This is an optimization exercise on Yosys and OpenROAD, whose aim is small area and few clock cycles per item, not a production implementation. Only simulation tests tie the RTL to the original design; equivalence was not proved.

File: flow/design.v
module ascon_enc(
	input [127:0] i_data,
	input [127:0] i_n,
	input [127:0] i_k,
	input clk,
	input i_rst,
	input i_start,
	input [15:0] i_a_len,
	input [15:0] i_m_len,
	output reg o_nxt_data,
	output reg o_c,
	output reg [127:0] o_data,
	output reg o_fin
	);
	localparam [63:0] IV = 64'h80800c0800000000;
	localparam [2:0] M_IDLE  = 3'd0;
	localparam [2:0] M_INIT  = 3'd1;
	localparam [2:0] M_AD    = 3'd2;
	localparam [2:0] M_PT    = 3'd3;
	localparam [2:0] M_FINAL = 3'd4;
	localparam [2:0] M_FIN   = 3'd5;
	reg [2:0] mode, mode_nxt;
	reg [2:0] ph, ph_nxt;            
	reg [319:0] s;                   
	reg [127:0] key;
	reg [15:0] cnt, cnt_nxt;         
	reg [15:0] mlen;
	reg absorb;                      
	reg [23:0] rc;                   
	wire idle = (mode == M_IDLE);
	wire cnt_one = (cnt == 16'd1);
	wire cnt_two = (cnt == 16'd2);
	reg key_in, key_out, dom_sep;
	always @(*) begin
		mode_nxt = mode;
		ph_nxt = ph;
		cnt_nxt = cnt;
		key_in = 1'b0;
		key_out = 1'b0;
		dom_sep = 1'b0;
		o_nxt_data = 1'b0;
		o_c = 1'b0;
		o_fin = 1'b0;
		case (mode)
			M_IDLE: begin
				ph_nxt = 3'd0;
				if (i_start) mode_nxt = M_INIT;
			end
			M_INIT: begin
				case (ph)
					3'd0: ph_nxt = 3'd1;
					3'd1: ph_nxt = 3'd2;
					3'd2: begin
						o_nxt_data = 1'b1;
						ph_nxt = 3'd3;
					end
					default: begin
						key_out = 1'b1;
						mode_nxt = M_AD;
						ph_nxt = 3'd4;
					end
				endcase
			end
			M_AD: begin
				case (ph)
					3'd4: ph_nxt = 3'd2;
					3'd2: begin
						o_nxt_data = 1'b1;
						ph_nxt = 3'd3;
					end
					default: begin
						ph_nxt = 3'd4;
						if (cnt_one) begin
							dom_sep = 1'b1;
							mode_nxt = M_PT;
							cnt_nxt = mlen;
						end else begin
							cnt_nxt = cnt - 16'd1;
						end
					end
				endcase
			end
			M_PT: begin
				case (ph)
					3'd4: begin
						o_c = 1'b1;
						ph_nxt = 3'd2;
					end
					3'd2: begin
						o_nxt_data = 1'b1;
						ph_nxt = 3'd3;
					end
					default: begin
						cnt_nxt = cnt - 16'd1;
						if (cnt_two) begin
							key_in = 1'b1;
							mode_nxt = M_FINAL;
							ph_nxt = 3'd0;
						end else begin
							ph_nxt = 3'd4;
						end
					end
				endcase
			end
			M_FINAL: begin
				case (ph)
					3'd0: begin
						o_c = 1'b1;
						ph_nxt = 3'd1;
					end
					3'd1: ph_nxt = 3'd2;
					3'd2: ph_nxt = 3'd3;
					default: begin
						key_out = 1'b1;
						mode_nxt = M_FIN;
						ph_nxt = 3'd0;
					end
				endcase
			end
			M_FIN: begin
				o_fin = 1'b1;
				mode_nxt = M_IDLE;
				ph_nxt = 3'd0;
			end
			default: begin
				mode_nxt = M_IDLE;
				ph_nxt = 3'd0;
			end
		endcase
	end
	wire [319:0] p_out;
	ascon_round3 perm (.i_s(s), .i_rc(rc), .i_two(ph == 3'd4), .o_s(p_out));
	function [23:0] phase_rc(input [2:0] p);
		case (p)
			3'd0: phase_rc = 24'hf0e1d2;
			3'd1: phase_rc = 24'hc3b4a5;
			3'd2: phase_rc = 24'h968778;
			3'd3: phase_rc = 24'h695a4b;
			default: phase_rc = 24'h00b4a5;
		endcase
	endfunction
	wire [319:0] mask = {i_data & {128{absorb}},
		key & {128{key_in}}, 64'd0}
		^ {192'd0, key & {128{key_out}}}
		^ {319'd0, dom_sep};
	always @(*) begin
		if (o_fin) o_data = s[127:0];
		else o_data = s[319:192];
	end
	always @(posedge clk) begin
		if (idle) s <= {IV, i_k, i_n};
		else s <= p_out ^ mask;
		if (idle) begin
			key <= i_k;
			mlen <= i_m_len;
		end
		cnt <= idle ? i_a_len : cnt_nxt;
	end
	always @(posedge clk or negedge i_rst) begin
		if (~i_rst) begin
			mode <= M_IDLE;
			ph <= 3'd0;
			absorb <= 1'b0;
			rc <= 24'hf0e1d2;
		end else begin
			mode <= mode_nxt;
			ph <= ph_nxt;
			absorb <= o_nxt_data;
			rc <= phase_rc(ph_nxt);
		end
	end
endmodule
module ascon_round3(
	input [319:0] i_s,
	input [23:0] i_rc,
	input i_two,
	output [319:0] o_s
	);
	wire [319:0] s1, s1m, s2;
	ascon_round r0 (.i_s(i_s), .i_c(i_rc[23:16]), .o_s(s1));
	assign s1m = i_two ? i_s : s1;
	ascon_round r1 (.i_s(s1m), .i_c(i_rc[15:8]), .o_s(s2));
	ascon_round r2 (.i_s(s2),  .i_c(i_rc[7:0]),  .o_s(o_s));
endmodule
module ascon_round(
	input [319:0] i_s,
	input [7:0] i_c,
	output [319:0] o_s
	);
	wire [63:0] x0 = i_s[319:256];
	wire [63:0] x1 = i_s[255:192];
	wire [63:0] x2 = i_s[191:128] ^ {56'd0, i_c};
	wire [63:0] x3 = i_s[127:64];
	wire [63:0] x4 = i_s[63:0];
	wire [63:0] a0 = x0 ^ x4;
	wire [63:0] a2 = x2 ^ x1;
	wire [63:0] a4 = x4 ^ x3;
	wire [63:0] b0 = a0 ^ (~x1 & a2);
	wire [63:0] b1 = x1 ^ (~a2 & x3);
	wire [63:0] b2 = a2 ^ (~x3 & a4);
	wire [63:0] b3 = x3 ^ (~a4 & a0);
	wire [63:0] b4 = a4 ^ (~a0 & x1);
	wire [63:0] t0 = b0 ^ b4;
	wire [63:0] t1 = b1 ^ b0;
	wire [63:0] t2 = ~b2;
	wire [63:0] t3 = b3 ^ b2;
	wire [63:0] t4 = b4;
	assign o_s[319:256] = t0 ^ {t0[18:0], t0[63:19]} ^ {t0[27:0], t0[63:28]};
	assign o_s[255:192] = t1 ^ {t1[60:0], t1[63:61]} ^ {t1[38:0], t1[63:39]};
	assign o_s[191:128] = t2 ^ {t2[ 1:0], t2[63: 1]} ^ {t2[ 5:0], t2[63: 6]};
	assign o_s[127:64]  = t3 ^ {t3[ 9:0], t3[63:10]} ^ {t3[16:0], t3[63:17]};
	assign o_s[63:0]    = t4 ^ {t4[ 6:0], t4[63: 7]} ^ {t4[40:0], t4[63:41]};
endmodule
File: flow/flow/run.sh
#!/bin/bash
# Standard ORFS layout (standard.sh), except that synthesis maps cells with an
# area-oriented ABC script and without full-adder extraction, and the port
# buffers are the smallest buffer cell.
set -euo pipefail
here=$(pwd)
sed -e "s#SYNTH_SCRIPT=[^ ]*#SYNTH_SCRIPT=$here/flow/synth_area.tcl ADDER_MAP_FILE= 'BUFFER_PORTS_ARGS=-buffer_cell sky130_fd_sc_hd__buf_1'#" standard.sh > flow_standard.sh
bash flow_standard.sh > flow_make.log 2>&1
File: flow/flow/abc_nf.script
strash
&get -n
&st
&dch
&nf -R 1000
&put
File: flow/flow/synth_area.tcl
# The standard synthesis (synth_recipe.tcl), with ABC's cell mapping done by
# an area-oriented script (abc_nf.script) instead of ORFS's speed script.
set ::area_abc_script [file join [file dirname [file normalize [info script]]] abc_nf.script]
proc abc {args} {
  set i [lsearch -exact $args -script]
  if { $i >= 0 } { lset args [expr { $i + 1 }] $::area_abc_script }
  set i [lsearch -exact $args -D]
  if { $i >= 0 } { lset args [expr { $i + 1 }] 10000 }
  yosys abc {*}$args
}
source [file join [file dirname [file dirname [file normalize [info script]]]] synth_recipe.tcl]
File: flow/standard.sh
#!/bin/bash
# synth_recipe.tcl (not shown) runs the flow's synth.tcl, then flattens the netlist and writes it again
# the make line also repeats each setting of config.mk as NAME=value (left out here)
make -C /OpenROAD-flow-scripts/flow DESIGN_CONFIG=/design/flow/config.mk WORK_HOME=/design/flow/orfs CLKGATE_MAP_FILE= SYNTH_SCRIPT=/design/flow/synth_recipe.tcl "${@:-finish}"
File: flow/config.mk
export PLATFORM = sky130hd
export DESIGN_NAME = ascon_enc
export DESIGN_NICKNAME = ascon_enc
export VERILOG_FILES = /design/flow/design.v
export SDC_FILE = /design/flow/constraint.sdc
export NUM_CORES = 4
export LEC_CHECK = 0
export CAP_MARGIN = 30
export CORE_MARGIN = 2
export CORE_UTILIZATION = 40
export GPL_TIMING_DRIVEN = 0
export SLEW_MARGIN = 30
File: flow/constraint.sdc
create_clock -name core_clock -period 10.0 [get_ports {clk}]
set_input_delay 2.0000 -clock core_clock [delete_from_list [all_inputs] [get_ports {clk}]]
set_output_delay 2.0000 -clock core_clock [all_outputs]
set_load 0.01 [all_outputs]
==> results by group, run 1 <==
Status
  – Status: no timing/DRC/antenna violations

Clock network
  – Worst-Skew Late Latency: ~760 ps
  – Clk root buf: clkbuf_16
  – Clk slew on worst S/H paths: roughly 60 ps
  – # Post-CTS Setup Buffers: 0
  – TritonCTS buffer count: between 70 and 80
  – CTS tree: yes
  – Htree depth: 3
  – Cts hold-fix bufs: 0
  – Gates resized, CTS repair: 0
  – Clock sink count: 502
  – Max clock buf depth: 3

STA
  – Hold Vio Cnt, Final: 0
  – Pins Over Slew Limit: 0
  – Endpoints failing setup: 0
  – Final period util: between 90% and 100%
  – Worst Hold Slack: 644 ps
  – F_max: 105 MHz
  – Unrepaired setup endpoints after global routing: no
  – Setup TNS: 0 ps
  – Worst Tran Pin Value: roughly 1300 ps
  – Final min period: 9540 ps
  – Max Clock Skew: between 40 and 50 ps
  – Slew headroom: between 10 and 15%

Logic synthesis
  – Yosys warns: 1
  – Cells after Synth: roughly 7500
  – Sequential area share after synthesis: about a fifth
  – Syn avg cell area: approximately 8.2 µm²
  – Yosys top cell area share: between 30 and 40%
  – Post-synthesis register bit count: ~500
  – Distinct cells, synth: 38
  – Synth Cell Area: between 60000 and 70000 µm²
  – Dominant cell type by area after synthesis: xnor2_1
  – Ranking of synthesized cells by area: xnor2_1 (38%), xor2_1 (17%), dfxtp_1 (10%)
  – Synthesized Nets: roughly 7900

Drt
  – Final ANT Viol Nets: 0
  – Via count: 65700
  – Vias per cell: 6.28
  – DR iter-0 viols: 12300
  – DR DRC count: 0
  – DR WL/cell: ~46 µm
  – TritonRoute pass-1 iters: 14
  – Routed WL: approximately 480 mm

Floorplanning
  – Die width: 396 µm
  – Core ar.: around 150000 µm²
  – Row cnt: 143
  – Die height: about 400 µm
  – Starting density of the core: between 40% and 50%
  – I/O Pins: 550
  – DIE AREA: around 160000 µm²

Finish
  – Layout area overhead: 23.1%
  – Share of layout cells above drive strength 1: between 10% and 20%
  – Finished Layout Cells: ~10000
  – Final Net Count: 8698
  – Fillcell total: 14700

Placed design
  – Placed wire-length estimate: 422 mm
  – Placed cell count: 10200
  – PortBufs: between 500 and 600
  – GPL Wtd Cong: between 1 and 1.5

Setup path
  – Req. time, crit path: about 11000 ps
  – Worst path cell trace: o21ai_0 -> xnor2_1 -> xnor2_1 -> xor2_1 -> xnor2_1 -> nand2_1 -> o21ai_0 -> xor2_1 -> nor2_1 -> xnor2_2 -> xor2_2 -> xnor2_1 -> xnor2_2 -> xnor2_1 -> xnor2_1 -> xnor2_2 -> buf_6 -> xnor2_1 -> xnor2_1 -> a21oi_2
  – CP delay by family, top: XOR/XNOR gates
  – CP most frequent cell: xnor2_1
  – Critical Path Fanout Max: 6
  – Startpoint Class: flip-flop
  – CP Capture Type: flip-flop
  – Slowest cell on the critical path: dfxtp_1
  – Critical path type: flip-flop to flip-flop
  – Worst Path Buf+Inv: 1
  – Worst path max stage delay: 1070 ps
  – WP data arrival: 10080 ps

Run
  – Max-cap viol count: 0

Global routing
  – First-pass GRT wire length: about 600 mm
  – Number of global-route vias before repair: about 58000
  – Largest net degree at the start of global routing: roughly 120
  – Total congestion overflow: 0
  – Gr usage total: ~60%
  – Initial antenna violation count: between 50 and 60

Min path
  – Hold Crit Class: flip-flop to flip-flop
-- per-stage QoR --
| stage | cell area, µm² | setup slack, ps | utilization, % |
|---|---|---|---|
| 2_1_floorplan | 61300 | 628 | - |
| 3_3_place_gp | 65900 | -9550 | 43.4 |
| 5_1_grt | 75400 | 981 | 49.5 |
| 3_5_place_dp | 72500 | 1190 | 47.7 |
| 6_report | 75500 | 463 | 49.6 |
| 4_1_cts | 74900 | 1120 | 49.3 |
-- cell type report --
class	instances	area, µm²	area share, %
clock inverters	28	393	0.520
inverters	38	148	0.196
multi-input cells	6934	53700	71.2
flip-flops and latches	502	11800	15.6
repair buffers	732	4650	6.17
diodes	96	240	0.318
well taps	2030	2540	3.36
clock buffers	99	2000	2.65
-- path summary, 6_finish.rpt --
| check | from | endpoint | slack, ps | depth (start not counted) |
|---|---|---|---|---|
| setup / recovery | s[58]$_DFF_P_ | s[231]$_DFF_P_ | 460 | 20 |
| hold / removal | mlen[8]$_DFFE_PP_ | cnt[8]$_DFFE_PP_ | 640 | 2 |
| setup reg to reg | s[58]$_DFF_P_ | s[231]$_DFF_P_ | 460 | 20 |
| hold reg to reg | mlen[8]$_DFFE_PP_ | cnt[8]$_DFFE_PP_ | 640 | 2 |
| max in group asynchronous | i_rst | absorb$_DFF_PN0_ | 8360 | 1 |
| min in group asynchronous | i_rst | rc[18]$_DFF_PN0_ | 1230 | 1 |
-- sequential cells by signal, summed over array words and instances, names as in the netlist --
| register | flops |
|---|---|
| mode | 3 |
| rc | 15 |
| mlen | 16 |
| ph | 3 |
| key | 128 |
| cnt | 16 |
| absorb | 1 |
| s | 320 |
-- kinds of logic after synthesis --
logic type | count (synthesis) | share of synthesized area, %
XOR/XNOR | 3856 | 55.1
AND/OR/NAND/NOR | 1810 | 12.6
AO/OA/AOI/OAI | 1030 | 8.79
flip-flops | 502 | 19.2
multiplexers | 228 | 3.97
buffers and inverters | 38 | 0.233
adder cells (fa/ha/maj) | 10 | 0.163
-- routing by layer --
metal / track usage (%) / share of wire [%]
met5: 2.09 / 0.039
met4: 58.5 / 13
met3: 35.8 / 17
met2: 75.1 / 36
met1: 67.2 / 34
-- tightest hold or removal path, cell delays in order, from the launching register on --
cell      delay (ps)
edfxtp_1         320
a21oi_1           60
a21oi_1          140
-- synthesized netlist by cell type --
master	n
nand2b_1	111
o31ai_1	1
o21a_1	7
dfstp_2	7
edfxtp_1	160
xnor2_1	2647
nor3_1	32
a21o_1	1
xor2_1	1208
and4_1	2
dfxtp_1	320
nand4_1	1
mux2_1	123
nand2_1	765
nor2_1	669
a211oi_1	7
and3_1	1
xor3_1	1
a21boi_0	1
dfrtp_1	15
o22ai_1	1
a21oi_1	547
maj3_1	10
a211o_1	4
and2_0	5
nand3_1	5
a31oi_1	7
a22oi_1	64
nor4_1	1
or2_0	3
mux2i_1	105
o221ai_1	1
or4_1	3
or3_1	4
o21ai_0	388
a31o_1	1
clkinv_1	38
nor2b_1	208
-- placed cells by master, fill, tap and decap left out, types with 29 or more instances in the layout --
| cell type | instances |
|---|---|
| nand2_1 | 764 |
| dfxtp_1 | 320 |
| buf_6 | 88 |
| nor2_1 | 669 |
| xor2_2 | 125 |
| clkbuf_16 | 72 |
| o21ai_0 | 374 |
| mux2i_1 | 103 |
| edfxtp_1 | 160 |
| a21oi_1 | 518 |
| a22oi_1 | 64 |
| buf_16 | 29 |
| buf_1 | 548 |
| nor2b_1 | 208 |
| xor2_1 | 1064 |
| diode_2 | 96 |
| nor3_1 | 31 |
| buf_4 | 31 |
| xnor2_2 | 364 |
| nand2b_1 | 111 |
| mux2_1 | 123 |
| xnor2_1 | 2278 |
| clkinv_1 | 38 |
Testbench counts, summed over its fixed seeds: cycles 7,624, messages 256.
==> run 2, diff against run 1 <==
--- a/flow/design.v
+++ b/flow/design.v
@@ -22,3 +22,3 @@
 	reg [2:0] mode, mode_nxt;
-	reg [2:0] ph, ph_nxt;            
+	reg [1:0] ph, ph_nxt;            
 	reg [319:0] s;                   
@@ -28,3 +28,3 @@
 	reg absorb;                      
-	reg [23:0] rc;                   
+	reg [31:0] rc;                   
 	wire idle = (mode == M_IDLE);
@@ -45,3 +45,3 @@
 			M_IDLE: begin
-				ph_nxt = 3'd0;
+				ph_nxt = 2'd0;
 				if (i_start) mode_nxt = M_INIT;
@@ -50,7 +50,6 @@
 				case (ph)
-					3'd0: ph_nxt = 3'd1;
-					3'd1: ph_nxt = 3'd2;
-					3'd2: begin
+					2'd0: ph_nxt = 2'd1;
+					2'd1: begin
 						o_nxt_data = 1'b1;
-						ph_nxt = 3'd3;
+						ph_nxt = 2'd2;
 					end
@@ -59,3 +58,3 @@
 						mode_nxt = M_AD;
-						ph_nxt = 3'd4;
+						ph_nxt = 2'd1;
 					end
@@ -64,41 +63,31 @@
 			M_AD: begin
-				case (ph)
-					3'd4: ph_nxt = 3'd2;
-					3'd2: begin
-						o_nxt_data = 1'b1;
-						ph_nxt = 3'd3;
+				if (ph == 2'd1) begin
+					o_nxt_data = 1'b1;
+					ph_nxt = 2'd2;
+				end else begin
+					ph_nxt = 2'd1;
+					if (cnt_one) begin
+						dom_sep = 1'b1;
+						mode_nxt = M_PT;
+						cnt_nxt = mlen;
+					end else begin
+						cnt_nxt = cnt - 16'd1;
 					end
-					default: begin
-						ph_nxt = 3'd4;
-						if (cnt_one) begin
-							dom_sep = 1'b1;
-							mode_nxt = M_PT;
-							cnt_nxt = mlen;
-						end else begin
-							cnt_nxt = cnt - 16'd1;
-						end
-					end
-				endcase
+				end
 			end
 			M_PT: begin
-				case (ph)
-					3'd4: begin
-						o_c = 1'b1;
-						ph_nxt = 3'd2;
+				if (ph == 2'd1) begin
+					o_c = 1'b1;
+					o_nxt_data = 1'b1;
+					ph_nxt = 2'd2;
+				end else begin
+					cnt_nxt = cnt - 16'd1;
+					if (cnt_two) begin
+						key_in = 1'b1;
+						mode_nxt = M_FINAL;
+						ph_nxt = 2'd0;
+					end else begin
+						ph_nxt = 2'd1;
 					end
-					3'd2: begin
-						o_nxt_data = 1'b1;
-						ph_nxt = 3'd3;
-					end
-					default: begin
-						cnt_nxt = cnt - 16'd1;
-						if (cnt_two) begin
-							key_in = 1'b1;
-							mode_nxt = M_FINAL;
-							ph_nxt = 3'd0;
-						end else begin
-							ph_nxt = 3'd4;
-						end
-					end
-				endcase
+				end
 			end
@@ -106,8 +95,7 @@
 				case (ph)
-					3'd0: begin
+					2'd0: begin
 						o_c = 1'b1;
-						ph_nxt = 3'd1;
+						ph_nxt = 2'd1;
 					end
-					3'd1: ph_nxt = 3'd2;
-					3'd2: ph_nxt = 3'd3;
+					2'd1: ph_nxt = 2'd2;
 					default: begin
@@ -115,3 +103,3 @@
 						mode_nxt = M_FIN;
-						ph_nxt = 3'd0;
+						ph_nxt = 2'd0;
 					end
@@ -122,3 +110,3 @@
 				mode_nxt = M_IDLE;
-				ph_nxt = 3'd0;
+				ph_nxt = 2'd0;
 			end
@@ -126,3 +114,3 @@
 				mode_nxt = M_IDLE;
-				ph_nxt = 3'd0;
+				ph_nxt = 2'd0;
 			end
@@ -131,10 +119,8 @@
 	wire [319:0] p_out;
-	ascon_round3 perm (.i_s(s), .i_rc(rc), .i_two(ph == 3'd4), .o_s(p_out));
-	function [23:0] phase_rc(input [2:0] p);
-		case (p)
-			3'd0: phase_rc = 24'hf0e1d2;
-			3'd1: phase_rc = 24'hc3b4a5;
-			3'd2: phase_rc = 24'h968778;
-			3'd3: phase_rc = 24'h695a4b;
-			default: phase_rc = 24'h00b4a5;
+	ascon_round4 perm (.i_s(s), .i_rc(rc), .o_s(p_out));
+	function [31:0] group_rc(input [1:0] g);
+		case (g)
+			2'd0: group_rc = 32'hf0e1d2c3;
+			2'd1: group_rc = 32'hb4a59687;
+			default: group_rc = 32'h78695a4b;
 		endcase
@@ -161,5 +147,5 @@
 			mode <= M_IDLE;
-			ph <= 3'd0;
+			ph <= 2'd0;
 			absorb <= 1'b0;
-			rc <= 24'hf0e1d2;
+			rc <= 32'hf0e1d2c3;
 		end else begin
@@ -168,3 +154,3 @@
 			absorb <= o_nxt_data;
-			rc <= phase_rc(ph_nxt);
+			rc <= group_rc(ph_nxt);
 		end
@@ -172,13 +158,12 @@
 endmodule
-module ascon_round3(
+module ascon_round4(
 	input [319:0] i_s,
-	input [23:0] i_rc,
-	input i_two,
+	input [31:0] i_rc,
 	output [319:0] o_s
 	);
-	wire [319:0] s1, s1m, s2;
-	ascon_round r0 (.i_s(i_s), .i_c(i_rc[23:16]), .o_s(s1));
-	assign s1m = i_two ? i_s : s1;
-	ascon_round r1 (.i_s(s1m), .i_c(i_rc[15:8]), .o_s(s2));
-	ascon_round r2 (.i_s(s2),  .i_c(i_rc[7:0]),  .o_s(o_s));
+	wire [319:0] s1, s2, s3;
+	ascon_round r0 (.i_s(i_s), .i_c(i_rc[31:24]), .o_s(s1));
+	ascon_round r1 (.i_s(s1),  .i_c(i_rc[23:16]), .o_s(s2));
+	ascon_round r2 (.i_s(s2),  .i_c(i_rc[15:8]),  .o_s(s3));
+	ascon_round r3 (.i_s(s3),  .i_c(i_rc[7:0]),   .o_s(o_s));
 endmodule
--- a/flow/config.mk
+++ b/flow/config.mk
@@ -10,3 +10,3 @@
 export CORE_UTILIZATION = 40
-export GPL_TIMING_DRIVEN = 0
+export SETUP_SLACK_MARGIN = 0.4
 export SLEW_MARGIN = 30
==> run 2 against run 1 <==
  * Now fails the layout checks on setup timing
  * Global-route usage up 3.3 points
  * Maximum frequency down 6.9%
  * Via count up 25%
  * First-iteration DRC count up 32%
  * Die area up 15%
  * Count of clock-buffer cells in the layout down 22
  * Synthesized cell count up 13%
  * Utilization up 3.4 points
  * Hold slack worse by 27 ps
  * Routed wire length up 22%
  * Final cell count up 26%
==> results by group, run 2 <==
Status
  – Status: complete, but fails checks
  – SO Viols: setup timing

Floorplanning
  – DIE AREA: 180000 µm² (+15%)
  – I/O Pins: 550 (unchanged)
  – Die height: 425 µm (+7.3%)
  – Starting density of the core: 40.2% (-0.10 points)
  – Row cnt: 154 (+7.7%)
  – Core ar.: 176000 µm² (+16%)
  – Die width: 425 µm (+7.3%)

Global routing
  – First-pass GRT wire length: 740 mm (+23%)
  – Total congestion overflow: 0 (unchanged)
  – Largest net degree at the start of global routing: 179 (+44%)
  – Gr usage total: 63.0% (+3.3 points)
  – Number of global-route vias before repair: 74800 (+28%)
  – Initial antenna violation count: 52 (-8.8%)

Setup path
  – CP most frequent cell: xnor2_1
  – Req. time, crit path: 10590 ps (+50 ps)
  – Critical path type: flip-flop to flip-flop
  – Worst Path Buf+Inv: 5 (+4)
  – Worst Setup SP: s[294]$_SDFF_PP0_
  – R2R Setup Slk: -240 ps (-710 ps)
  – Startpoint Class: flip-flop
  – FF-to-FF End: s[122]$_DFF_P_
  – Critical Path Fanout Max: 4 (-2)
  – Slowest cell on the critical path: xor2_2
  – WP data arrival: 10830 ps (+750 ps)
  – CP Capture Type: flip-flop
  – Worst path max stage delay: 930 ps (-140 ps)
  – CP delay by family, top: XOR/XNOR gates
  – Reg2reg path depth: 28 (+40%)
  – Worst reg2reg path startpoint: s[294]$_SDFF_PP0_

Clock network
  – TritonCTS buffer count: 58 (-18%)
  – Htree depth: 2 (-1)
  – CTS tree: yes
  – Max clock buf depth: 3 (unchanged)
  – Clock sink count: 490 (-2.4%)
  – Clk slew on worst S/H paths: 60 ps (about the same)
  – Cts hold-fix bufs: 0 (unchanged)
  – Clk root buf: clkbuf_16
  – Worst-Skew Late Latency: 760 ps (about the same)

Logic synthesis
  – Post-synth EDFFs: 160 (unchanged)
  – Synth top cells by count: xnor2_1 (3570), xor2_1 (1426), nor2_1 (769)
  – Synth Area in Compound Gates: 5.72% (-3.1 points)
  – Synthesized Nets: 8829 (+12%)
  – Largest family of logic cells by synthesized area: XOR/XNOR gates
  – Ys flop type: dfxtp_1
  – Multiplexer share of the synthesized area: 4.94% (+0.97 points)
  – Adder-cell share of the synthesized area: 0.764% (+0.60 points)
  – Distinct cells, synth: 39 (+2.6%)
  – Yosys top cell area share: 44.2% (+6.4 points)
  – Cell with the most instances after synthesis: xnor2_1
  – Asr flop ratio synth: 2.04% (-2.3 points)
  – Yosys warns: 1 (unchanged)
  – Post-synthesis register bit count: 490 (-2.4%)
  – Sequential area share after synthesis: 16.2% (-3.0 points)
  – Dominant cell type by area after synthesis: xnor2_1
  – Ranking of synthesized cells by area: xnor2_1 (44%), xor2_1 (18%), dfxtp_1 (9.1%)
  – Syn avg cell area: 8.41 µm² (+2.5%)
  – Post-Synth Simple-Gate Area: 10.2% (-2.3 points)
  – Synth Cell Area: 70800 µm² (+15%)
  – Post-Synth XOR/XNOR Area: 61.8% (+6.7 points)
  – Cells after Synth: 8410 (+13%)

Finish
  – Share of layout cells above drive strength 1: 18.9% (+8.6 points)
  – Commonest cells after routing, fill and taps aside: xnor2_1 (3419), buf_4 (1701), xor2_1 (1396), nor2_1 (768), nand2_1 (620)
  – Finished Layout Cells: 13200 (+26%)
  – Commonest non-fill, non-tap cell in the layout: xnor2_1
  – Max FFs per register: 320 (unchanged)
  – Final Net Count: 11200 (+29%)
  – Fin area: 93300 µm² (+24%)
  – Biggest register: s
  – Final core occ: 53.0% (+3.4 points)
  – Top Registers: s (320), key (128)
  – Layout area overhead: 31.9%

Min path
  – Hold Path Depth: 2 (unchanged)
  – Hold endpoint: cnt[14]$_DFFE_PP_
  – Hold Crit Class: flip-flop to flip-flop
  – Hold Startpoint: mlen[14]$_DFFE_PP_

Placed design
  – Worst slack at placement: 393 ps (-800 ps)
  – Placed cell count: 13000 (+27%)
  – PortBufs: 549 (unchanged)
  – Post-DP Area: 90500 µm² (+25%)
  – Placed wire-length estimate: 507 mm (+20%)
  – GPL Wtd Cong: 1.29 (+5.2%)

Drt
  – Routed WL: 591 mm (+22%)
  – TritonRoute pass-1 iters: 13 (-1)
  – Final ANT Viol Nets: 0 (unchanged)
  – DR DRC count: 0 (unchanged)
  – DR iter-0 viols: 16200 (+32%)
  – Via count: 82000 (+25%)
  – DR WL/cell: 44.8 µm (-3.3%)
  – Vias per cell: 6.21 (-1.2%)

STA
  – Worst Tran Pin Value: 1260 ps (-26.5 ps)
  – Max Clock Skew: 72.0 ps (+31.2 ps)
  – Final period util: 102% (+7.1 points)
  – Pins Over Slew Limit: 0 (unchanged)
  – F_max: 97.6 MHz (-6.9%)
  – Worst Hold Slack: 617 ps (-27.1 ps)
  – Hold Vio Cnt, Final: 0 (unchanged)
  – Slew headroom: 15.9% (+2.1 points)
  – Unrepaired setup endpoints after global routing: yes
  – Final worst setup slack: -245 ps (-708 ps)
  – Final min period: 10240 ps (+708 ps)
  – Endpoints failing setup: 3 (+3)
  – Setup TNS: -377 ps (-377 ps)

Run
  – Max-cap viol count: 0 (unchanged)
==> run 2: changes by cell type after synthesis, moves of 7 or more <==
cell	delta
a21oi_1	-82
and2_0	+7
clkinv_1	+19
dfrtp_1	-7
maj3_1	+44
mux2i_1	+107
nand2_1	-145
nor2_1	+100
nor2b_1	-46
nor3_1	-10
o21ai_0	-183
xnor2_1	+923
xor2_1	+218
==> run 2: tightest hold or removal path, cell delays in order (launching register included) <==
cell      delay, ps
edfxtp_1        320
a31oi_1          70
o21ai_0         120
==> run 2: cell families (layout without fill, tap and decap cells) <==
kind of cell | Yosys count | after routing
compound gates | 764 | 764
xor+xnor | 4996 | 4996
fa+ha+maj | 54 | 54
buf+inv | 57 | 2464
flops | 490 | 490
mux | 334 | 334
other cells | 0 | 47
simple gates | 1715 | 1715
==> run 2: worst max-delay path by stage <==
stage | endpoint | cells after the start
floorplan | cnt[11]$_DFFE_PP_ | 5
finish | s[122]$_DFF_P_ | 28
global route | s[301]$_SDFF_PP0_ | 28
global placement | s[302]$_SDFF_PP0_ | 31
detailed placement | s[314]$_SDFF_PP0_ | 26
CTS | s[314]$_SDFF_PP0_ | 26
==> run 2: repair_timing <==
item / in CTS / in global routing
setup endpoints to repair: 1 / 2
gates resized for setup: 1 / 5
buffers inserted: 0 / 0
==> run 2: area by class of cell <==
| cell class | instances | area, µm² |
|---|---|---|
| Clock buffer | 77 | 1660 |
| Timing Repair Buffer | 2300 | 15800 |
| Sequential cell | 490 | 11500 |
| Antenna cell | 47 | 118 |
| Tap cell | 2340 | 2930 |
| Fill cell | 16800 | 82600 |
| Multi-Input combinational cell | 7863 | 60800 |
| Inverter | 57 | 221 |
| Clock inverter | 30 | 359 |
==> run 2: layer usage <==
layer  routed length [µm]  track usage [%]  vias to the layer above
met2               210000             80.0                     8580
met3               106000             41.0                     2973
met4                83400             67.6                       32
li1                     -                -                    31600
met5                 1140             6.19                        -
met1               191000             65.7                    38800
Testbench counts of run 2, summed over its fixed seeds: cycles 5,424, messages 256.
==> run 3, diff against run 2 <==
--- a/flow/config.mk
+++ b/flow/config.mk
@@ -10,3 +10,3 @@
 export CORE_UTILIZATION = 40
-export SETUP_SLACK_MARGIN = 0.4
+export SETUP_SLACK_MARGIN = 1.5
 export SLEW_MARGIN = 30
==> run 3 against run 2 <==
  * Die area did not move
  * Global-route usage fell by 1.0 points
  * Fails layout checks on capacitance limit, slew limit
  * Count of clock-buffer cells in the layout rose by 5
  * Critical path depth fell by 3
  * Area after synthesis did not move
  * Routed wire length fell by 1.4%
  * Critical endpoint is now s[149]$_DFF_P_
==> results by group, run 3 <==
Drt
  – Via count: 81400 (-0.65%)
  – Routed WL: 583 mm (-1.4%)
  – Final ANT Viol Nets: 0 (unchanged)
  – DR DRC count: 0 (unchanged)
  – DR WL/cell: 44.3 µm (-1.2%)
  – Vias per cell: 6.18 (-0.41%)
  – TritonRoute pass-1 iters: 10 (-3)
  – DR iter-0 viols: 15500 (-4.6%)

Placed design
  – Post-DP Area: 89900 µm² (-0.70%)
  – PortBufs: 549 (unchanged)
  – Placed wire-length estimate: 501 mm (-1.3%)
  – GPL Wtd Cong: 1.28 (-0.40%)

Setup path
  – WP data arrival: 10160 ps (-670 ps)
  – Reg2reg path depth: 25 (-11%)
  – Worst reg2reg path startpoint: s[55]$_DFF_P_
  – Req. time, crit path: 10740 ps (+150 ps)
  – Critical Path Fanout Max: 5 (+1)
  – FF-to-FF End: s[149]$_DFF_P_
  – Worst Setup SP: s[55]$_DFF_P_
  – Critical path type: flip-flop to flip-flop
  – CP Capture Type: flip-flop
  – R2R Setup Slk: 580 ps (+830 ps)
  – Startpoint Class: flip-flop

STA
  – Final min period: 9420 ps (-829 ps)
  – Hold Vio Cnt, Final: 0 (unchanged)
  – Max Clock Skew: 79.7 ps (+7.72 ps)
  – Endpoints failing setup: 0 (-3)
  – F_max: 106 MHz (+8.8%)
  – Worst Tran Pin Value: 2310 ps (+1050 ps)
  – Pins Over Slew Limit: 4 (+4)
  – Unrepaired setup endpoints after global routing: yes
  – Final period util: 94.2% (-8.3 points)
  – Slew headroom: -55.2% (-71 points)

Logic synthesis
  – Sequential area share after synthesis: 16.2% (unchanged)
  – Ranking of synthesized cells by area: xnor2_1 (44%), xor2_1 (18%), dfxtp_1 (9.1%)
  – Distinct cells, synth: 39 (unchanged)
  – Dominant cell type by area after synthesis: xnor2_1
  – Cells after Synth: 8410 (unchanged)
  – Synthesized Nets: 8829 (unchanged)
  – Asr flop ratio synth: 2.04% (unchanged)
  – Syn avg cell area: 8.41 µm² (unchanged)
  – Synth Cell Area: 70800 µm² (unchanged)
  – Cell with the most instances after synthesis: xnor2_1
  – Post-synth EDFFs: 160 (unchanged)
  – Yosys top cell area share: 44.2% (unchanged)
  – Yosys warns: 1 (unchanged)
  – Ys flop type: dfxtp_1
  – Post-synthesis register bit count: 490 (unchanged)
  – Synth top cells by count: xnor2_1 (3570), xor2_1 (1426), nor2_1 (769)

Clock network
  – Clock sink count: 490 (unchanged)
  – Clk root buf: clkbuf_16
  – TritonCTS buffer count: 60 (+3.4%)
  – CTS tree: yes
  – Max clock buf depth: 3 (unchanged)
  – Worst-Skew Late Latency: 800 ps (+40 ps)
  – Htree depth: 2 (unchanged)
  – Cts hold-fix bufs: 0 (unchanged)
  – Clk slew on worst S/H paths: 70 ps (about the same)

Run
  – Max-cap viol count: 1 (+1)

Finish
  – Layout area overhead: 32.8%
  – Fillcell total: 16900 (+0.56%)
  – Share of layout cells above drive strength 1: 19.8% (+0.90 points)
  – Final Net Count: 11100 (-0.47%)
  – Max FFs per register: 320 (unchanged)
  – Fin area: 94000 µm² (+0.74%)
  – Commonest non-fill, non-tap cell in the layout: xnor2_1
  – Biggest register: s
  – Commonest cells after routing, fill and taps aside: xnor2_1 (3324), buf_4 (1659), xor2_1 (1357), nor2_1 (769), nand2_1 (620)
  – Top Registers: s (320), key (128)

Floorplanning
  – Core ar.: 176000 µm² (unchanged)
  – Die height: 425 µm (unchanged)
  – Die width: 425 µm (unchanged)
  – Starting density of the core: 40.2% (unchanged)
  – DIE AREA: 180000 µm² (unchanged)
  – I/O Pins: 550 (unchanged)
  – Row cnt: 154 (unchanged)

Global routing
  – Gr usage total: 62.0% (-1.0 points)
  – Largest net degree at the start of global routing: 169 (-5.6%)
  – Total congestion overflow: 0 (unchanged)
  – Initial antenna violation count: 55 (+5.8%)
  – First-pass GRT wire length: 729 mm (-1.4%)
  – Number of global-route vias before repair: 74200 (-0.77%)

Min path
  – Hold Crit Class: flip-flop to flip-flop
  – Hold Startpoint: mlen[6]$_DFFE_PP_
  – Hold endpoint: cnt[6]$_DFFE_PP_
  – Hold Path Depth: 2 (unchanged)

Status
  – Status: complete, but fails checks
  – SO Viols: capacitance limit, slew limit
## run 3: cell count changes in the layout (fill, tap and decap cells not counted), moves of 4 or more
cell,delta
xnor2_1,-95
xnor2_2,+83
buf_4,-42
xor2_1,-39
xor2_2,+31
diode_2,+20
a21oi_1,-13
a21oi_2,+12
buf_12,-12
xnor2_4,+12
clkbuf_1,+8
xor2_4,+8
o21ai_1,+4
## run 3: layout make-up
type / instances / area (µm²) / share of cell area, %
antenna: 67 / 168 / 0.178
clock buffer: 82 / 1660 / 1.76
clock inverter: 28 / 352 / 0.374
inverter: 57 / 221 / 0.236
multi-input combinational: 7863 / 62000 / 66.0
sequential: 490 / 11500 / 12.2
tap: 2340 / 2930 / 3.12
timing repair buffer: 2245 / 15200 / 16.2
## run 3: per-layer routing
metal | wire length (µm) | track usage (%)
met4 | 81800 | 65.6
met5 | 1500 | 7.33
met3 | 103000 | 38.0
met1 | 189000 | 66.0
met2 | 207000 | 79.1
## run 3: worst max-delay path by stage
| stage | slack [ps] | to | cells after the start |
|---|---|---|---|
| finish | 580 | s[149]$_DFF_P_ | 25 |
| CTS | 1400 | s[267]$_SDFF_PP0_ | 27 |
| global placement | -20 | s[267]$_SDFF_PP0_ | 27 |
| floorplan | 630 | cnt[11]$_DFFE_PP_ | 5 |
| global route | 1160 | s[149]$_DFF_P_ | 25 |
| detailed placement | 530 | s[267]$_SDFF_PP0_ | 27 |
## run 3: cell families (layout without fill, tap and decap cells)
family / count (synthesis) / count (layout) / synth area share [%]
other: 0 / 67 / 0
xor gates and xnor gates: 4996 / 4996 / 61.8
DFF: 490 / 490 / 16.2
AOI/OAI and AO/OA: 764 / 764 / 5.72
buffers and inverters: 57 / 2412 / 0.302
and+or+nand+nor: 1715 / 1715 / 10.2
adders and majority gates: 54 / 54 / 0.764
muxes: 334 / 334 / 4.94
## run 3: what timing repair did
| item | in CTS | in global routing |
|---|---|---|
| pin swaps | 0 | 2 |
| endpoints found under the setup margin | 127 | 188 |
| hold endpoints to repair | 0 | 0 |
| setup buffers | 0 | 6 |
| resized for setup | 47 | 139 |
## run 3: critical path, cell delays in order, from the launching register on
cell and delay [ps]:
dfxtp_1 540, nor2b_1 260, nor3_1 80, xor2_1 380, xor2_1 160, xnor2_1 1760
xor2_1 270, xor2_1 740, xnor2_1 320, xnor2_1 240, xnor2_1 430, xor2_1 290
xnor2_1 250, xnor2_1 650, xnor2_1 270, xnor2_1 340, buf_4 220, xor2_1 270
xnor2_1 160, buf_4 250, xnor2_1 150, buf_4 170, xnor2_1 70, buf_4 160
a21oi_1 640, buf_4 240
## run 3: stage by stage
step | TNS [ps] | util [%] | setup WS (ps) | std cells | hold slack, ps
5_1_grt | 0 | 53.4 | 1160 | 13100 | 644
4_1_cts | 0 | 52.4 | 1400 | 13100 | 600
3_5_place_dp | 0 | 51.1 | 530 | 13000 | 585
6_report | 0 | 53.4 | 584 | 13200 | 601
2_1_floorplan | 0 | - | 633 | 8410 | 549
3_3_place_gp | -16.4 | 50.9 | -16.4 | 13000 | 564
==> run 4, diff against run 3 <==
--- a/flow/config.mk
+++ b/flow/config.mk
@@ -7,3 +7,3 @@
 export LEC_CHECK = 0
-export CAP_MARGIN = 30
+export CAP_MARGIN = 50
 export CORE_MARGIN = 2
==> run 4 against run 3 <==
  * Now clean on timing, DRC and antenna
  * Area after synthesis stayed put
  * Synthesized cell count unchanged
  * Final cell count rose by 2.8%
  * Utilization increased by 0.84 points
  * Hold slack improved by 10 ps
  * Critical endpoint is now s[207]$_DFF_P_
  * Count of clock-buffer cells in the layout grew 4
  * Maximum frequency rose by 5.5%
  * Critical path depth up 7
==> results by group, run 4 <==
Setup path
  – Req. time, crit path: 10610 ps (-130 ps)
  – Slowest cell on the critical path: dfxtp_1
  – Reg2reg path depth: 32 (+28%)
  – Worst path max stage delay: 690 ps (-1070 ps)
  – CP Capture Type: flip-flop
  – CP most frequent cell: xnor2_1
  – Critical path type: flip-flop to flip-flop
  – Critical Path Fanout Max: 4 (-1)
  – WP data arrival: 9530 ps (-630 ps)
  – Startpoint Class: flip-flop

STA
  – Endpoints failing setup: 0 (unchanged)
  – Final min period: 8920 ps (-495 ps)
  – Slew headroom: 33.4% (+89 points)
  – Worst Hold Slack: 612 ps (+10.3 ps)
  – Pins Over Slew Limit: 0 (-4)
  – Final worst setup slack: 1080 ps (+495 ps)
  – F_max: 112 MHz (+5.5%)
  – Final period util: 89.2% (-5.0 points)
  – Max Clock Skew: 78.4 ps (-1.29 ps)
  – Hold Vio Cnt, Final: 0 (unchanged)
  – Unrepaired setup endpoints after global routing: yes
  – Worst Tran Pin Value: 999 ps (-1310 ps)

Finish
  – Top Registers: s (320), key (128)
  – Commonest non-fill, non-tap cell in the layout: xnor2_1
  – Commonest cells after routing, fill and taps aside: xnor2_1 (3429), buf_4 (1789), xor2_1 (1393), nor2_1 (768), nand2_1 (620)
  – Biggest register: s
  – Final Net Count: 11500 (+3.4%)
  – Layout area overhead: 34.9%
  – Max FFs per register: 320 (unchanged)
  – Share of layout cells above drive strength 1: 21.3% (+1.4 points)

Logic synthesis
  – Sequential area share after synthesis: 16.2% (unchanged)
  – Ranking of synthesized cells by area: xnor2_1 (44%), xor2_1 (18%), dfxtp_1 (9.1%)
  – Post-synthesis register bit count: 490 (unchanged)
  – Syn avg cell area: 8.41 µm² (unchanged)
  – Distinct cells, synth: 39 (unchanged)
  – Ys flop type: dfxtp_1
  – Synth top cells by count: xnor2_1 (3570), xor2_1 (1426), nor2_1 (769)
  – Yosys warns: 1 (unchanged)
  – Dominant cell type by area after synthesis: xnor2_1
  – Cells after Synth: 8410 (unchanged)
  – Asr flop ratio synth: 2.04% (unchanged)
  – Yosys top cell area share: 44.2% (unchanged)
  – Post-synth EDFFs: 160 (unchanged)
  – Synth Cell Area: 70800 µm² (unchanged)
  – Synthesized Nets: 8829 (unchanged)
  – Cell with the most instances after synthesis: xnor2_1

Floorplanning
  – Die width: 425 µm (unchanged)
  – Row cnt: 154 (unchanged)
  – I/O Pins: 550 (unchanged)
  – DIE AREA: 180000 µm² (unchanged)
  – Die height: 425 µm (unchanged)
  – Core ar.: 176000 µm² (unchanged)
  – Starting density of the core: 40.2% (unchanged)

Global routing
  – Number of global-route vias before repair: 76700 (+3.4%)
  – Largest net degree at the start of global routing: 169 (unchanged)
  – Gr usage total: 62.4% (+0.49 points)
  – Total congestion overflow: 0 (unchanged)
  – First-pass GRT wire length: 745 mm (+2.1%)
  – Initial antenna violation count: 48 (-13%)

Clock network
  – Clk root buf: clkbuf_16
  – Max clock buf depth: 3 (unchanged)
  – # Post-CTS Setup Buffers: 0 (unchanged)
  – TritonCTS buffer count: 61 (+1.7%)
  – CTS tree: yes
  – Htree depth: 2 (unchanged)
  – Clock sink count: 490 (unchanged)
  – Worst-Skew Late Latency: 780 ps (-20 ps)
  – Cts hold-fix bufs: 0 (unchanged)
  – Clk slew on worst S/H paths: 70 ps (about the same)

Drt
  – DR iter-0 viols: 16700 (+8.1%)
  – Final ANT Viol Nets: 0 (unchanged)
  – Vias per cell: 6.19 (about the same)
  – Via count: 83800 (+2.9%)
  – TritonRoute pass-1 iters: 10 (unchanged)
  – DR WL/cell: 43.2 µm (-2.4%)
  – DR DRC count: 0 (unchanged)
  – Routed WL: 585 mm (+0.31%)

Status
  – Status: no timing/DRC/antenna violations

Min path
  – Hold Crit Class: flip-flop to flip-flop
  – Hold Path Depth: 1 (-1)

Placed design
  – GPL Wtd Cong: 1.28 (unchanged)
  – Worst slack at placement: 1180 ps (+648 ps)
  – Placed wire-length estimate: 502 mm (+0.28%)
  – PortBufs: 549 (unchanged)

Run
  – Max-cap viol count: 0 (-1)
[run 4: cell count changes in the layout (fill, tap and decap cells not counted), sizes merged]
cell,change
bufinv,+5
diode,-6
buf,+328
clkbuf,+49
clkinvlp,-3
[run 4: path summary, 6_finish.rpt]
kind / start / to / slack [ps]
worst min-delay path: mode[0]$_DFFE_PN0P_ / mode[0]$_DFFE_PN0P_ / 610
max in group asynchronous: i_rst / rc[30]$_DFF_PN1_ / 8470
worst min register to register: mode[0]$_DFFE_PN0P_ / mode[0]$_DFFE_PN0P_ / 610
worst max register to register: s[287]$_SDFF_PP0_ / s[207]$_DFF_P_ / 1080
worst max-delay path: s[287]$_SDFF_PP0_ / s[207]$_DFF_P_ / 1080
min in group asynchronous: i_rst / absorb$_DFF_PN0_ / 1250
[run 4: routing by layer]
metal	global-route usage (%)	up-vias	routed length, µm
met3	39.0	3119	102000
met5	5.42	-	1010
li1	-	32200	-
met2	80.2	8838	210000
met1	66.9	39600	192000
met4	63.2	34	79300
[run 4: logic make-up (layout without fill, tap and decap cells)]
group,count (synthesis),in the layout,share of synthesized area [%]
other cells,0,61,0
fa+ha+maj,54,54,0.764
simple gates,1715,1715,10.2
buf+inv,57,2791,0.302
flops,490,490,16.2
compound gates,764,764,5.72
xor+xnor,4996,4996,61.8
mux,334,334,4.94
[run 4: repair_timing]
| action | 4_1_cts | 5_1_grt |
|---|---|---|
| pin swaps | 0 | 0 |
| resized for setup | 4 | 33 |
| endpoints found under the setup margin | 15 | 65 |
[run 4: critical path, delay by kind of cell (launching register included)]
kind	cells	cell delay, ps
flops	1	690
buf+inv	9	1860
compound gates	2	790
xor+xnor	19	5150
simple gates	2	230
[run 4: layout make-up]
class                      count  area, µm²
inverter                      57        221
clock inverter                30        483
antenna                       61        153
timing repair buffer        2618      17800
multi-input combinational   7863      60600
tap                         2340       2930
fill                       16700      80500
clock buffer                  86       1770
sequential                   490      11500
[run 4: through the flow]
step                TNS, ps  instances  area (µm²)  utilization (%)
floorplan                 0       8410       70800                -
global placement      -16.4      13000       89500             50.9
detailed placement        0      13300       91800             52.2
CTS                       0      13400       94100             53.5
global route              0      13500       95400             54.2
finish                    0      13500       95500             54.3
==> run 5, diff against run 4 <==
--- a/flow/config.mk
+++ b/flow/config.mk
@@ -7,6 +7,7 @@
 export LEC_CHECK = 0
-export CAP_MARGIN = 50
+export CAP_MARGIN = 30
 export CORE_MARGIN = 2
 export CORE_UTILIZATION = 40
-export SETUP_SLACK_MARGIN = 1.5
+export PLACE_DENSITY = 0.7
+export SETUP_SLACK_MARGIN = 1.0
 export SLEW_MARGIN = 30
==> run 5 against run 4 <==
  * Final cell count down 3.4%
  * Highest routed layer unchanged
  * Sequential share of layout area up 0.26 points
  * Sequential cell count unchanged
  * Setup slack worse by 510 ps
  * Maximum frequency down 5.4%
  * Clock skew down 0.86 ps
  * Die area unchanged
  * Routed wire length down 0.31%
  * Via count down 2.9%
  * Still clean on timing, DRC and antenna
  * Critical path depth down 8
  * First-iteration DRC count down 0.12%
  * Count of clock-buffer cells in the layout down 8
==> results by group, run 5 <==
Logic synthesis
  – Cells after Synth: 8410 (unchanged)
  – Ys flop type: dfxtp_1
  – Synth top cells by count: xnor2_1 (3570), xor2_1 (1426), nor2_1 (769)
  – Yosys top cell area share: 44.2% (unchanged)
  – Syn avg cell area: 8.41 µm² (unchanged)
  – Synthesized Nets: 8829 (unchanged)
  – Post-synth EDFFs: 160 (unchanged)
  – Ranking of synthesized cells by area: xnor2_1 (44%), xor2_1 (18%), dfxtp_1 (9.1%)
  – Post-synthesis register bit count: 490 (unchanged)
  – Distinct cells, synth: 39 (unchanged)
  – Synth Cell Area: 70800 µm² (unchanged)
  – Dominant cell type by area after synthesis: xnor2_1
  – Cell with the most instances after synthesis: xnor2_1
  – Sequential area share after synthesis: 16.2% (unchanged)
  – Asr flop ratio synth: 2.04% (unchanged)
  – Yosys warns: 1 (unchanged)

Drt
  – DR DRC count: 0 (unchanged)
  – Final ANT Viol Nets: 0 (unchanged)
  – Via count: 81400 (-2.9%)
  – Routed WL: 583 mm (-0.31%)
  – DR WL/cell: 44.5 µm (+3.1%)
  – Vias per cell: 6.22 (+0.50%)
  – TritonRoute pass-1 iters: 11 (+1)
  – DR iter-0 viols: 16700 (-0.12%)

STA
  – Final period util: 94.3% (+5.1 points)
  – F_max: 106 MHz (-5.4%)
  – Worst Tran Pin Value: 1230 ps (+233 ps)
  – Pins Over Slew Limit: 0 (unchanged)
  – Setup TNS: 0 ps (unchanged)
  – Worst Hold Slack: 614 ps (+2.29 ps)
  – Final worst setup slack: 569 ps (-510 ps)
  – Slew headroom: 17.3% (-16 points)
  – Max Clock Skew: 77.5 ps (-0.858 ps)
  – Final min period: 9430 ps (+510 ps)
  – Endpoints failing setup: 0 (unchanged)
  – Unrepaired setup endpoints after global routing: no
  – Hold Vio Cnt, Final: 0 (unchanged)

Floorplanning
  – Starting density of the core: 40.2% (unchanged)
  – I/O Pins: 550 (unchanged)
  – DIE AREA: 180000 µm² (unchanged)
  – Die width: 425 µm (unchanged)
  – Die height: 425 µm (unchanged)
  – Core ar.: 176000 µm² (unchanged)
  – Row cnt: 154 (unchanged)

Setup path
  – Critical Path Fanout Max: 5 (+1)
  – Startpoint Class: flip-flop
  – WP data arrival: 10000 ps (+470 ps)
  – CP Capture Type: flip-flop
  – Critical path type: flip-flop to flip-flop
  – R2R Setup Slk: 570 ps (-510 ps)
  – Req. time, crit path: 10570 ps (-40 ps)

Clock network
  – Cts hold-fix bufs: 0 (unchanged)
  – TritonCTS buffer count: 55 (-9.8%)
  – Clk root buf: clkbuf_16
  – Worst-Skew Late Latency: 740 ps (-40 ps)
  – # Post-CTS Setup Buffers: 0 (unchanged)
  – Clk slew on worst S/H paths: 70 ps (about the same)
  – CTS tree: yes
  – Max clock buf depth: 3 (unchanged)
  – Gates resized, CTS repair: 8 (+4)
  – Clock sink count: 490 (unchanged)
  – Htree depth: 2 (unchanged)

Placed design
  – Placed wire-length estimate: 499 mm (-0.66%)
  – GPL Wtd Cong: 1.30 (+1.7%)
  – Worst slack at placement: 589 ps (-590 ps)
  – PortBufs: 549 (unchanged)

Finish
  – Final core occ: 53.1% (-1.1 points)
  – Commonest cells after routing, fill and taps aside: xnor2_1 (3355), buf_4 (1601), xor2_1 (1367), nor2_1 (769), nand2_1 (620)
  – Max FFs per register: 320 (unchanged)
  – Layout area overhead: 32.1%
  – Top Registers: s (320), key (128)
  – Final Net Count: 11100 (-3.6%)
  – Commonest non-fill, non-tap cell in the layout: xnor2_1
  – Biggest register: s
  – Fillcell total: 17000 (+1.8%)
  – Share of layout cells above drive strength 1: 19.1% (-2.2 points)

Run
  – Max-cap viol count: 0 (unchanged)

Global routing
  – Largest net degree at the start of global routing: 189 (+12%)
  – M1 GR Usage: 66.1% (-0.81 points)
  – Gr usage total: 62.4% (about the same)
  – Number of global-route vias before repair: 73300 (-4.4%)
  – Met3 global-route usage: 40.7% (+1.7 points)
  – First-pass GRT wire length: 734 mm (-1.4%)
  – Initial antenna violation count: 41 (-15%)
  – Total congestion overflow: 0 (unchanged)
  – GR peak layer: met2
  – Met2 usage: 79.0% (-1.2 points)

Min path
  – Hold Crit Class: flip-flop to flip-flop

Status
  – Status: no timing/DRC/antenna violations
==> run 5: path summary, 6_finish.rpt <==
kind | start | endpoint | cells past startpoint
max | s[68]$_DFF_P_ | s[112]$_DFF_P_ | 24
min | mlen[2]$_DFFE_PP_ | cnt[2]$_DFFE_PP_ | 2
max reg2reg | s[68]$_DFF_P_ | s[112]$_DFF_P_ | 24
min reg2reg | mlen[2]$_DFFE_PP_ | cnt[2]$_DFFE_PP_ | 2
max in group asynchronous | i_rst | absorb$_DFF_PN0_ | 1
min in group asynchronous | i_rst | rc[26]$_DFF_PN0_ | 1
==> run 5: routing by layer <==
layer  vias to the layer above  wire length (µm)
met5                         -              2080
met4                        46             81300
met3                      2954            103000
met2                      8458            206000
met1                     38600            190000
li1                      31300                 -
==> run 5: area by class of cell <==
| class | count | area, µm² | share of cell area, % |
|---|---|---|---|
| antenna | 26 | 65.1 | 0.0696 |
| clock buffer | 78 | 1610 | 1.72 |
| clock inverter | 26 | 315 | 0.337 |
| inverter | 57 | 221 | 0.237 |
| multi-input combinational | 7863 | 61600 | 65.9 |
| sequential | 490 | 11500 | 12.3 |
| tap | 2340 | 2930 | 3.13 |
| timing repair buffer | 2211 | 15300 | 16.3 |
==> run 5: worst max-delay path: stages (launching register included) <==
cell and delay [ps]:
dfxtp_1 660, nor2_1 130, xnor2_1 150, buf_4 200, xnor2_1 740, xor2_1 230
xnor2_1 810, mux2i_1 500, xor2_4 670, xnor2_1 160, xnor2_1 670, xor2_1 220
xnor2_2 450, xnor2_1 250, xnor2_1 190, xnor2_1 520, nand2_1 140, xnor2_1 980
buf_4 300, xor2_1 400, buf_4 230, xnor2_1 130, xnor2_1 150, xor2_1 210
a21oi_1 90
==> run 5: logic make-up (layout without fill, tap and decap cells) <==
kind of cell,Yosys count,after routing,synth area share (%)
AND/OR/NAND/NOR,1715,1715,10.2
XOR/XNOR,4996,4996,61.8
flip-flops,490,490,16.2
buffers and inverters,57,2372,0.302
other,0,26,0
AO/OA/AOI/OAI,764,764,5.72
adder cells (fa/ha/maj),54,54,0.764
multiplexers,334,334,4.94
==> run 5: per-stage QoR <==
step           cell area [µm²]  std cells
2_1_floorplan            70800       8410
4_1_cts                  92300      13100
6_report                 93400      13100
3_5_place_dp             90300      13000
5_1_grt                  93400      13100
3_3_place_gp             89900      13000
==> run 6, diff against run 5 <==
--- a/flow/config.mk
+++ b/flow/config.mk
@@ -10,3 +10,3 @@
 export CORE_UTILIZATION = 40
-export PLACE_DENSITY = 0.7
+export PLACE_DENSITY = 0.8
 export SETUP_SLACK_MARGIN = 1.0
==> run 6 against run 5 <==
  * Still clean
  * Via count fell by 0.78%
  * Register-to-register slack got worse by 110 ps
  * Count of clock-buffer cells in the layout up 3
  * Sequential share of layout area is 0.055 points lower
  * Maximum frequency decreased by 1.1%
  * Routed wire length rose by 3.1%
  * Synthesized cell count is the same
  * Final cell count increased by 0.86%
  * Design area is 0.45% higher
  * Sequential cell count unchanged
  * Critical path depth grew 5
  * Critical path type unchanged
  * Largest cell class unchanged
==> results by group, run 6 <==
Status
  – Status: no timing/DRC/antenna violations

Global routing
  – Gr usage total: 64.1% (+1.7 points)
  – Largest net degree at the start of global routing: 129 (-32%)
  – Number of global-route vias before repair: 70900 (-3.3%)
  – First-pass GRT wire length: 745 mm (+1.5%)
  – Initial antenna violation count: 42 (+2.4%)
  – Total congestion overflow: 0 (unchanged)

Logic synthesis
  – Post-synthesis register bit count: 490 (unchanged)
  – Cell with the most instances after synthesis: xnor2_1
  – Cells after Synth: 8410 (unchanged)
  – Sequential area share after synthesis: 16.2% (unchanged)
  – Dominant cell type by area after synthesis: xnor2_1
  – Synth top cells by count: xnor2_1 (3570), xor2_1 (1426), nor2_1 (769)
  – Yosys warns: 1 (unchanged)
  – Ranking of synthesized cells by area: xnor2_1 (44%), xor2_1 (18%), dfxtp_1 (9.1%)
  – Synthesized Nets: 8829 (unchanged)
  – Ys flop type: dfxtp_1
  – Post-synth EDFFs: 160 (unchanged)
  – Yosys top cell area share: 44.2% (unchanged)
  – Synth Cell Area: 70800 µm² (unchanged)
  – Asr flop ratio synth: 2.04% (unchanged)
  – Syn avg cell area: 8.41 µm² (unchanged)
  – Distinct cells, synth: 39 (unchanged)

Finish
  – Fin area: 93900 µm² (+0.45%)
  – Fillcell total: 17300 (+1.7%)
  – Max FFs per register: 320 (unchanged)
  – FF/Latch Area: 11500 µm² (unchanged)
  – Multi-input gate area: 61100 µm² (-0.81%)
  – Commonest cells after routing, fill and taps aside: xnor2_1 (3405), buf_4 (1704), xor2_1 (1391), nor2_1 (769), nand2_1 (620)
  – Share of layout cells above drive strength 1: 19.3% (+0.25 points)
  – Commonest non-fill, non-tap cell in the layout: xnor2_1
  – Finished Layout Cells: 13200 (+0.86%)
  – Biggest register: s
  – Top Registers: s (320), key (128)
  – Layout area overhead: 32.7%
  – Final core occ: 53.4% (+0.24 points)
  – Final Net Count: 11200 (+0.93%)

Clock network
  – CTS tree: yes
  – TritonCTS buffer count: 59 (+7.3%)
  – Clk root buf: clkbuf_16
  – Clock sink count: 490 (unchanged)
  – Worst-Skew Late Latency: 740 ps (about the same)
  – Clk slew on worst S/H paths: 70 ps (about the same)
  – Max clock buf depth: 3 (unchanged)
  – Htree depth: 2 (unchanged)

Placed design
  – Worst slack at placement: 1030 ps (+438 ps)
  – Placed wire-length estimate: 519 mm (+4.0%)
  – Post-DP Area: 91000 µm² (+0.69%)
  – Placed cell count: 13100 (+0.76%)
  – GPL Wtd Cong: 1.29 (-0.87%)
  – PortBufs: 549 (unchanged)

Drt
  – Final ANT Viol Nets: 0 (unchanged)
  – Via count: 80800 (-0.78%)
  – Routed WL: 601 mm (+3.1%)
  – TritonRoute pass-1 iters: 10 (-1)
  – DR WL/cell: 45.5 µm (+2.3%)
  – DR iter-0 viols: 15900 (-4.9%)
  – Vias per cell: 6.12 (-1.6%)
  – DR DRC count: 0 (unchanged)

Setup path
  – Startpoint Class: flip-flop
  – FF-to-FF End: s[287]$_SDFF_PP0_
  – Req. time, crit path: 10550 ps (-20 ps)
  – Critical Path Fanout Max: 5 (unchanged)
  – R2R Setup Slk: 460 ps (-110 ps)
  – WP data arrival: 10080 ps (+80 ps)
  – Worst path max stage delay: 930 ps (-50 ps)
  – CP Capture Type: flip-flop
  – Reg2reg path depth: 29 (+21%)
  – Slowest cell on the critical path: dfxtp_1
  – CP most frequent cell: xnor2_1
  – Critical path type: flip-flop to flip-flop
  – Worst Setup EP: s[287]$_SDFF_PP0_
  – Worst Setup SP: s[61]$_DFF_P_
  – Worst reg2reg path startpoint: s[61]$_DFF_P_

STA
  – Final period util: 95.4% (+1.1 points)
  – Pins Over Slew Limit: 0 (unchanged)
  – Setup TNS: 0 ps (unchanged)
  – Unrepaired setup endpoints after global routing: yes
  – Endpoints failing setup: 0 (unchanged)
  – Final worst setup slack: 462 ps (-107 ps)
  – Hold Vio Cnt, Final: 0 (unchanged)
  – Worst Hold Slack: 628 ps (+14.5 ps)
  – Max Clock Skew: 112 ps (+34.2 ps)
  – Slew headroom: 20.1% (+2.9 points)
  – Final min period: 9540 ps (+107 ps)
  – F_max: 105 MHz (-1.1%)
  – Worst Tran Pin Value: 1190 ps (-42.7 ps)

Floorplanning
  – Row cnt: 154 (unchanged)
  – Core ar.: 176000 µm² (unchanged)
  – Die height: 425 µm (unchanged)
  – Die width: 425 µm (unchanged)
  – DIE AREA: 180000 µm² (unchanged)
  – Starting density of the core: 40.2% (unchanged)
  – I/O Pins: 550 (unchanged)

Min path
  – Hold Crit Class: flip-flop to flip-flop

Run
  – Max-cap viol count: 0 (unchanged)
==> run 6: logic make-up after synthesis <==
family                     Yosys count  share of synthesized area (%)
muxes                              334                           4.94
DFF                                490                           16.2
AOI/OAI and AO/OA                  764                           5.72
and+or+nand+nor                   1715                           10.2
xor gates and xnor gates          4996                           61.8
adders and majority gates           54                          0.764
buffers and inverters               57                          0.302
==> run 6: worst min path at each step <==
stage                        startpoint             endpoint  slack, ps  depth (start not counted)
floorplan           mode[0]$_DFFE_PN0P_  mode[0]$_DFFE_PN0P_        550                          1
global placement      mlen[6]$_DFFE_PP_     cnt[6]$_DFFE_PP_        570                          2
detailed placement    mlen[6]$_DFFE_PP_     cnt[6]$_DFFE_PP_        610                          2
CTS                   mlen[6]$_DFFE_PP_     cnt[6]$_DFFE_PP_        620                          2
global route          mlen[2]$_DFFE_PP_     cnt[2]$_DFFE_PP_        650                          2
finish                mlen[6]$_DFFE_PP_     cnt[6]$_DFFE_PP_        630                          2
==> run 6: timing repair <==
item                       CTS  global route
setup endpoints to repair    0            21
gates resized for setup      0            14
setup buffers                0             0
hold buffers                 0             0
==> run 6: layer usage <==
layer	wire [µm]	vias up	global-route usage (%)
met1	198000	38000	68.5
li1	-	31600	-
met3	108000	2703	42.2
met5	1550	-	6.06
met4	82200	36	66.2
met2	211000	8477	80.4
==> run 6: critical path, delay by kind of cell (launching register included) <==
kind	cells	cell delay, ps
buffers and inverters	6	1080
AND/OR/NAND/NOR	2	320
AO/OA/AOI/OAI	3	890
flip-flops	1	930
XOR/XNOR	18	6080
==> run 6: cell type report <==
cell class                 instances  share of cell area [%]
antenna                           32                  0.0853
timing repair buffer            2310                    17.0
multi-input combinational       7863                    65.1
clock inverter                    31                   0.380
sequential                       490                    12.2
tap                             2340                    3.12
clock buffer                      81                    1.87
inverter                          57                   0.236

==> what the ideal ports hide <==
The results above use ideal ports. As a check the final layouts listed here were re-extracted and re-timed, cells and wires unchanged. Step 1: set_driving_cell puts a clkbuf_16 on clk and a buf_2 on each other input, an assumption about the parent block. Step 2 times the ports against the registers' clock, not the clock port: input delays grow and output delays shrink by t, the midpoint of the rising clock arrivals with the driver on. a / b / c = ideal / step 1 / step 2; a / b = the first two.
run	t, ns	slack for setup (ns)	worst setup path at the end
run 1	0.830	0.463 / 0.463 / 0.463	register to register
run 2	0.816	-0.245 / -0.245 / -0.245	register to register
run 3	0.855	0.584 / 0.584 / 0.584	register to register
run 4	0.840	1.079 / 1.079 / 1.079	register to register
run 5	0.825	0.569 / 0.569 / 0.569	register to register
run 6	0.779	0.462 / 0.462 / 0.462	register to register
